Context: an optimization exercise on an open-source flow, tuned for small area. The choices shown serve that exercise and are no tape-out recipe.
Function was checked by simulation only, so behaviour that the tests miss may differ from the original.
Power is estimated from default activity; no workload was simulated.

==> flow/design.v <==
module decimation_filter (
	input mclk1,
	input reset,
	input mdata1,
	output reg [15:0] DATA,
	output reg data_en,
	input [15:0] dec_rate );
function [36:0] radd;
	input [36:0] a, b;
	input cin;
	integer i;
	reg c;
	begin
		c = cin;
		for (i = 0; i < 37; i = i + 1) begin
			radd[i] = a[i] ^ b[i] ^ c;
			c = (a[i] & b[i]) | (c & (a[i] ^ b[i]));
		end
	end
endfunction
function rcarry;
	input [36:0] a, b;
	input cin;
	input integer k;
	integer i;
	reg c;
	begin
		c = cin;
		for (i = 0; i < 37; i = i + 1)
			if (i < k) c = (a[i] & b[i]) | (c & (a[i] ^ b[i]));
		rcarry = c;
	end
endfunction
wire [7:0] rs = dec_rate[12:5];
wire [6:0] mr = {|dec_rate[12:12], |dec_rate[12:11], |dec_rate[12:10], |dec_rate[12:9],
                 |dec_rate[12:8], |dec_rate[12:7], |dec_rate[12:6]};
wire [11:0] mask = {mr, 5'h1F};
function [23:0] kmux;
	input [7:0] s;
	input [23:0] k0, k1, k2, k3, k4, k5, k6, k7;
	kmux = ({24{s[0]}} & k0) | ({24{s[1]}} & k1) | ({24{s[2]}} & k2) | ({24{s[3]}} & k3)
	     | ({24{s[4]}} & k4) | ({24{s[5]}} & k5) | ({24{s[6]}} & k6) | ({24{s[7]}} & k7);
endfunction
wire [23:0] wa_rst = kmux(rs, 24'd120, 24'd496, 24'd2016, 24'd8128, 24'd32640, 24'd130816, 24'd523776, 24'd2096128);
wire [23:0] wc_rst = kmux(rs, 24'd136, 24'd528, 24'd2080, 24'd8256, 24'd32896, 24'd131328, 24'd524800, 24'd2098176);
wire [23:0] wa_0 = kmux(rs, 24'd528, 24'd2080, 24'd8256, 24'd32896, 24'd131328, 24'd524800, 24'd2098176, 24'd8390656);
wire [23:0] wb_0 = kmux(rs, 24'd496, 24'd2016, 24'd8128, 24'd32640, 24'd130816, 24'd523776, 24'd2096128, 24'd8386560);
localparam K = 16;      
reg [11:0] p;           
reg [23:0] wa;          
reg [22:0] wc;          
reg [1:0] xd;           
reg [2:0] rd;           
reg [36:0] y0;
reg [35:0] y1;
reg [33:0] y2;
reg c0, c1, c2;         
reg [15:0] f1, f2, fd;  
wire x = xd[1];
wire z = (p == 12'd0);            
wire last = &(p | ~mask);         
wire [23:0] da = {12'hFFF, p | ~mask};
wire [23:0] m2l = {mask[11], mask[11], mask[10], mask[10], mask[9], mask[9], mask[8], mask[8],
                   mask[7], mask[7], mask[6], mask[6], mask[5], mask[5], mask[4], mask[4],
                   mask[3], mask[3], mask[2], mask[2], mask[1], mask[1], mask[0], mask[0]};
always @(posedge mclk1) begin
	if (reset) begin
		p <= {dec_rate[12:2], 1'b1};
		data_en <= 1'b0;
		xd <= 2'b00;
		wa <= wa_rst;
		wc <= wc_rst[22:0];
	end else begin
		p <= radd({25'h0, p}, 37'd0, 1'b1) & mask;
		data_en <= z;
		xd <= {xd[0], mdata1};
		if (last) begin
			wa <= wa_0;
			wc <= wb_0[22:0];
		end else begin
			wa <= radd({13'h0, wa}, {13'h0, da}, 1'b0);
			wc <= z ? 23'd0 : radd({14'h0, wc}, {25'h0, p}, 1'b0);
		end
	end
end
wire xn = x & ~z;
wire [23:0] a0 = {24{xn}} & wa;
wire [23:0] a2 = {24{x}} & {1'b0, wc};
wire [35:0] p1 = {{12{xn}}, {24{xn}} & ~wa};
wire [35:0] q1 = {12'h000, {24{x}} & ~{1'b0, wc} & m2l};
wire sh = data_en | rd[0] | rd[1] | rd[2];
wire [36:0] b0 = sh ? {1'b0, y1} : y0;
wire bc0 = sh ? c1 : c0;
wire [35:0] b1 = sh ? {2'b00, y2} : y1;
wire bc1 = sh ? c2 : c1;
wire [33:0] b2 = sh ? 34'd0 : y2;
wire bc2 = sh ? 1'b0 : c2;
always @(posedge mclk1) rd <= {rd[1:0], reset};
wire [35:0] s1 = b1 ^ p1 ^ q1;
wire [35:0] k1 = {(b1[34:0] & p1[34:0]) | (b1[34:0] & q1[34:0]) | (p1[34:0] & q1[34:0]), xn};
always @(posedge mclk1) begin
	y0[K-1:0] <= radd(b0, {13'h0, a0}, 1'b0);
	c0        <= rcarry(b0, {13'h0, a0}, 1'b0, K);
	y0[36:K]  <= radd(b0 >> K, {13'h0, a0} >> K, bc0);
	y1[K-1:0] <= radd({1'b0, s1}, {1'b0, k1}, x);
	c1        <= rcarry({1'b0, s1}, {1'b0, k1}, x, K);
	y1[35:K]  <= radd({1'b0, s1} >> K, {1'b0, k1} >> K, bc1);
	y2[K-1:0] <= radd({3'h0, b2}, {13'h0, a2}, 1'b0);
	c2        <= rcarry({3'h0, b2}, {13'h0, a2}, 1'b0, K);
	y2[33:K]  <= radd({3'h0, b2} >> K, {13'h0, a2} >> K, bc2);
end
wire [15:0] word =
	  ({16{rs[0]}} & {y0[14:0], 1'b0}) | ({16{rs[1]}} & y0[17:2])  | ({16{rs[2]}} & y0[20:5])
	| ({16{rs[3]}} & y0[23:8])         | ({16{rs[4]}} & y0[26:11]) | ({16{rs[5]}} & y0[29:14])
	| ({16{rs[6]}} & y0[32:17])        | ({16{rs[7]}} & y0[35:20])
	| {16{|(rs & {y0[36], y0[33], y0[30], y0[27], y0[24], y0[21], y0[18], y0[15]})}};
wire mv = (p[11:4] == 8'd1);
reg zf;                 
always @(posedge mclk1) zf <= reset | (zf & ~data_en);
always @(posedge mclk1) begin
	f1 <= {(mv ? fd[0] : f1[0]) & ~zf, f1[15:1]};
	f2 <= {(mv ? f1[0] : f2[0]) & ~zf, f2[15:1]};
	if (data_en)
		fd <= {word[0], word[15:1]};
	else
		fd <= {(mv ? f2[0] : fd[0]) & ~zf, fd[15:1]};
end
always @(*) DATA = fd;
endmodule
Settings: LEC_CHECK=0, CAP_MARGIN=20, CORE_MARGIN=2, CORE_UTILIZATION=60, SLEW_MARGIN=20; clock period 10.0 ns.
standard.sh (not shown) runs the stock make flow with config.mk's settings and CLKGATE_MAP_FILE= SYNTH_SCRIPT=/design/flow/synth_recipe.tcl, a recipe that flattens the netlist after the stock synthesis.
==> flow/flow/run.sh <==
#!/bin/bash
# Standard ORFS layout (the standard.sh) with two changes:
#  - clock tree synthesis without dummy loads, with small leaf buffers;
#  - port buffers of the smallest buffer cell.
# The make output goes to flow.log in the work folder; ORFS keeps each
# step's own log under orfs/logs.
set -euo pipefail
export CTS_ARGS="-sink_clustering_enable -repair_clock_nets -dont_use_dummy_load -buf_list {sky130_fd_sc_hd__clkbuf_4} -sink_clustering_size 10 -sink_clustering_max_diameter 40"
export BUFFER_PORTS_ARGS="-buffer_cell sky130_fd_sc_hd__buf_1"
bash standard.sh > flow.log 2>&1
The starting point completed without violations.
Edit:
--- a/flow/flow/run.sh
+++ b/flow/flow/run.sh
@@ -6,5 +6,5 @@
 # step's own log under orfs/logs.
 set -euo pipefail
-export CTS_ARGS="-sink_clustering_enable -repair_clock_nets -dont_use_dummy_load -buf_list {sky130_fd_sc_hd__clkbuf_4} -sink_clustering_size 10 -sink_clustering_max_diameter 40"
+export CTS_ARGS="-sink_clustering_enable -repair_clock_nets -dont_use_dummy_load -buf_list {sky130_fd_sc_hd__clkbuf_4 sky130_fd_sc_hd__clkbuf_8} -sink_clustering_size 20 -sink_clustering_max_diameter 60"
 export BUFFER_PORTS_ARGS="-buffer_cell sky130_fd_sc_hd__buf_1"
 bash standard.sh > flow.log 2>&1
After rerunning:
- clock power goes down by 5.7%
- design area stays flat
- register-to-register slack gets worse by 30 ps
- synthesized cell count is unchanged
- global-route usage came out lower by 0.44 points
- critical path depth stays the same


Setup of v19:
Another version of the RTL of decimation_filter (not shown whole).
Size: ~1200 cells after synthesis, roughly 260 flip-flops, roughly 36 I/O pins, about 0.013 mm2 of cells after synthesis.
clock: 10.0 ns
lec_check: 0
cap_margin: 20
core_margin: 2
core_utilization: 60
slew_margin: 20
==> flow/flow/run.sh <==
#!/bin/bash
# Standard ORFS layout (the standard.sh) with two changes:
#  - clock tree synthesis without dummy loads, with small leaf buffers;
#  - port buffers of the smallest buffer cell.
# The make output goes to flow.log in the work folder; ORFS keeps each
# step's own log under orfs/logs.
set -euo pipefail
export CTS_ARGS="-sink_clustering_enable -repair_clock_nets -dont_use_dummy_load -buf_list {sky130_fd_sc_hd__clkbuf_4 sky130_fd_sc_hd__clkbuf_8} -sink_clustering_size 20 -sink_clustering_max_diameter 60"
export BUFFER_PORTS_ARGS="-buffer_cell sky130_fd_sc_hd__buf_1"
bash standard.sh > flow.log 2>&1
[inputs] v41 vs v19
==> flow/run.sh (new file) <==
#!/bin/bash
# synth_recipe.tcl (not shown) runs the flow's synth.tcl, then flattens the netlist and writes it again
# the make line also repeats each setting of config.mk as NAME=value (left out here)
make -C /OpenROAD-flow-scripts/flow DESIGN_CONFIG=/design/flow/config.mk WORK_HOME=/design/flow/orfs CLKGATE_MAP_FILE= SYNTH_SCRIPT=/design/flow/synth_recipe.tcl finish
-- flow/config.mk --
<<< v19, line 10
export CORE_UTILIZATION = 60
export SLEW_MARGIN = 20
>>> v41, line 10
export CORE_UTILIZATION = 60
export CTS_BUF_LIST = sky130_fd_sc_hd__clkbuf_4 sky130_fd_sc_hd__clkbuf_8
export SLEW_MARGIN = 20
removed: flow/flow/run.sh
removed: flow/standard.sh
### Flow results
v41 | status: complete | timing, DRC, antenna: pass. [compare] base=v19 new=v41: minimum clock period after layout increased by 0.013 ns relative to the old numbers; final period utilization barely changed; count of clock-buffer cells in the layout climbed 190%; wire length saw an increase. NOTE: first-pass GRT wire length in v41 exceeds that of v19.
Inputs modified between v41 and v43:
==> flow/flow/run.sh (new file) <==
#!/bin/bash
# Standard ORFS layout (the standard.sh) with two changes:
#  - clock tree synthesis without dummy loads, with small leaf buffers;
#  - port buffers of the smallest buffer cell.
# The make output goes to flow.log in the work folder; ORFS keeps each
# step's own log under orfs/logs.
set -euo pipefail
export CTS_ARGS="-sink_clustering_enable -repair_clock_nets -dont_use_dummy_load -buf_list {sky130_fd_sc_hd__clkbuf_8 sky130_fd_sc_hd__clkbuf_16} -sink_clustering_size 24 -sink_clustering_max_diameter 45"
export BUFFER_PORTS_ARGS="-buffer_cell sky130_fd_sc_hd__buf_1"
bash standard.sh > flow.log 2>&1
==> flow/standard.sh (new file) <==
#!/bin/bash
# synth_recipe.tcl (not shown) runs the flow's synth.tcl, then flattens the netlist and writes it again
# the make line also repeats each setting of config.mk as NAME=value (left out here)
make -C /OpenROAD-flow-scripts/flow DESIGN_CONFIG=/design/flow/config.mk WORK_HOME=/design/flow/orfs CLKGATE_MAP_FILE= SYNTH_SCRIPT=/design/flow/synth_recipe.tcl "${@:-finish}"
-- flow/config.mk --
<<< v41, line 10
export CORE_UTILIZATION = 60
export CTS_BUF_LIST = sky130_fd_sc_hd__clkbuf_4 sky130_fd_sc_hd__clkbuf_8
export SLEW_MARGIN = 20
>>> v43, line 10
export CORE_UTILIZATION = 60
export SLEW_MARGIN = 20
removed: flow/run.sh
### Flow results
v43 vs v41 — via count normalized by instance count rose 0.029.
Combinational power in v43 vs v41: up about 0.7%
Comparing v41 and v43, the lower combinational group share of total power is on v41.
Count of antenna diodes in the layout: v43 vs v41 identical
v43 vs v41: cell count down by a few percent
v43 against v41: wire length of the first global-routing pass went down 800 um; mapped cell area held; utilization after layout went down 1.4 points.
Of v41 and v43, the higher shortest period the worst path allows belongs to v41.
Going from v41 to v43, power shrank by a few percent.
[inputs] v4 vs v43
-- flow/flow/run.sh --
<<< v43, line 7
set -euo pipefail
export CTS_ARGS="-sink_clustering_enable -repair_clock_nets -dont_use_dummy_load -buf_list {sky130_fd_sc_hd__clkbuf_8 sky130_fd_sc_hd__clkbuf_16} -sink_clustering_size 24 -sink_clustering_max_diameter 45"
export BUFFER_PORTS_ARGS="-buffer_cell sky130_fd_sc_hd__buf_1"
>>> v4, line 7
set -euo pipefail
export CTS_ARGS="-sink_clustering_enable -repair_clock_nets -dont_use_dummy_load -buf_list {sky130_fd_sc_hd__clkbuf_4 sky130_fd_sc_hd__clkbuf_8} -sink_clustering_size 20 -sink_clustering_max_diameter 60"
export BUFFER_PORTS_ARGS="-buffer_cell sky130_fd_sc_hd__buf_1"
-- flow/config.mk --
<<< v43, line 9
export CORE_MARGIN = 2
export CORE_UTILIZATION = 60
export SLEW_MARGIN = 20
>>> v4, line 9
export CORE_MARGIN = 2
export CORE_UTILIZATION = 50
export SLEW_MARGIN = 20
Notes after the runs:
Wire length ends up lower on v4.
Comparing v4 and v43, the higher share of the clock period used by the worst path was measured on v4.
From v43 to v4 the numbers moved as follows: number of signal-net buffers in the layout now larger, global-route usage saw a decrease.
Per the final summary, v4 finished and its layout is clean on timing, DRC and antenna.

## what the ideal ports hide
The flow's constraints put no driver on any port. The routed layouts listed below were extracted and timed again, unchanged, in two steps. Step 1 sets driving cells, clkbuf_16 on the clock port and buf_2 on the other inputs (assumed; they add their load-dependent delay and slew). Step 2 moves the port delays by t, midway between the first and last clock arrival at a register: inputs arrive t later, outputs are due t later. That takes back most of the time a late clock gives input paths. Slacks: ideal / step 1 / step 2; pairs: ideal / step 1.
run	t, ns	setup slack, ns	worst setup path at the end	worst slew at a driven data input, ns
the first run of note 1	0.666	1.021 / 1.033 / 0.367	input to register	0.07
the second run of note 1	0.553	0.864 / 0.879 / 0.325	input to register	0.07
v19	0.575	0.597 / 0.597 / 0.597	register to register	0.04
v41	0.598	0.584 / 0.584 / 0.584	register to register	0.05
v43	0.528	0.613 / 0.613 / 0.613	register to register	0.04
v4	0.578	0.592 / 0.592 / 0.592	register to register	0.04
After both steps every run listed still meets setup and hold. For the first run of note 1, which loses most, drivers alone change the setup slack by +0.012 ns; drivers and shift together by -0.654 ns.
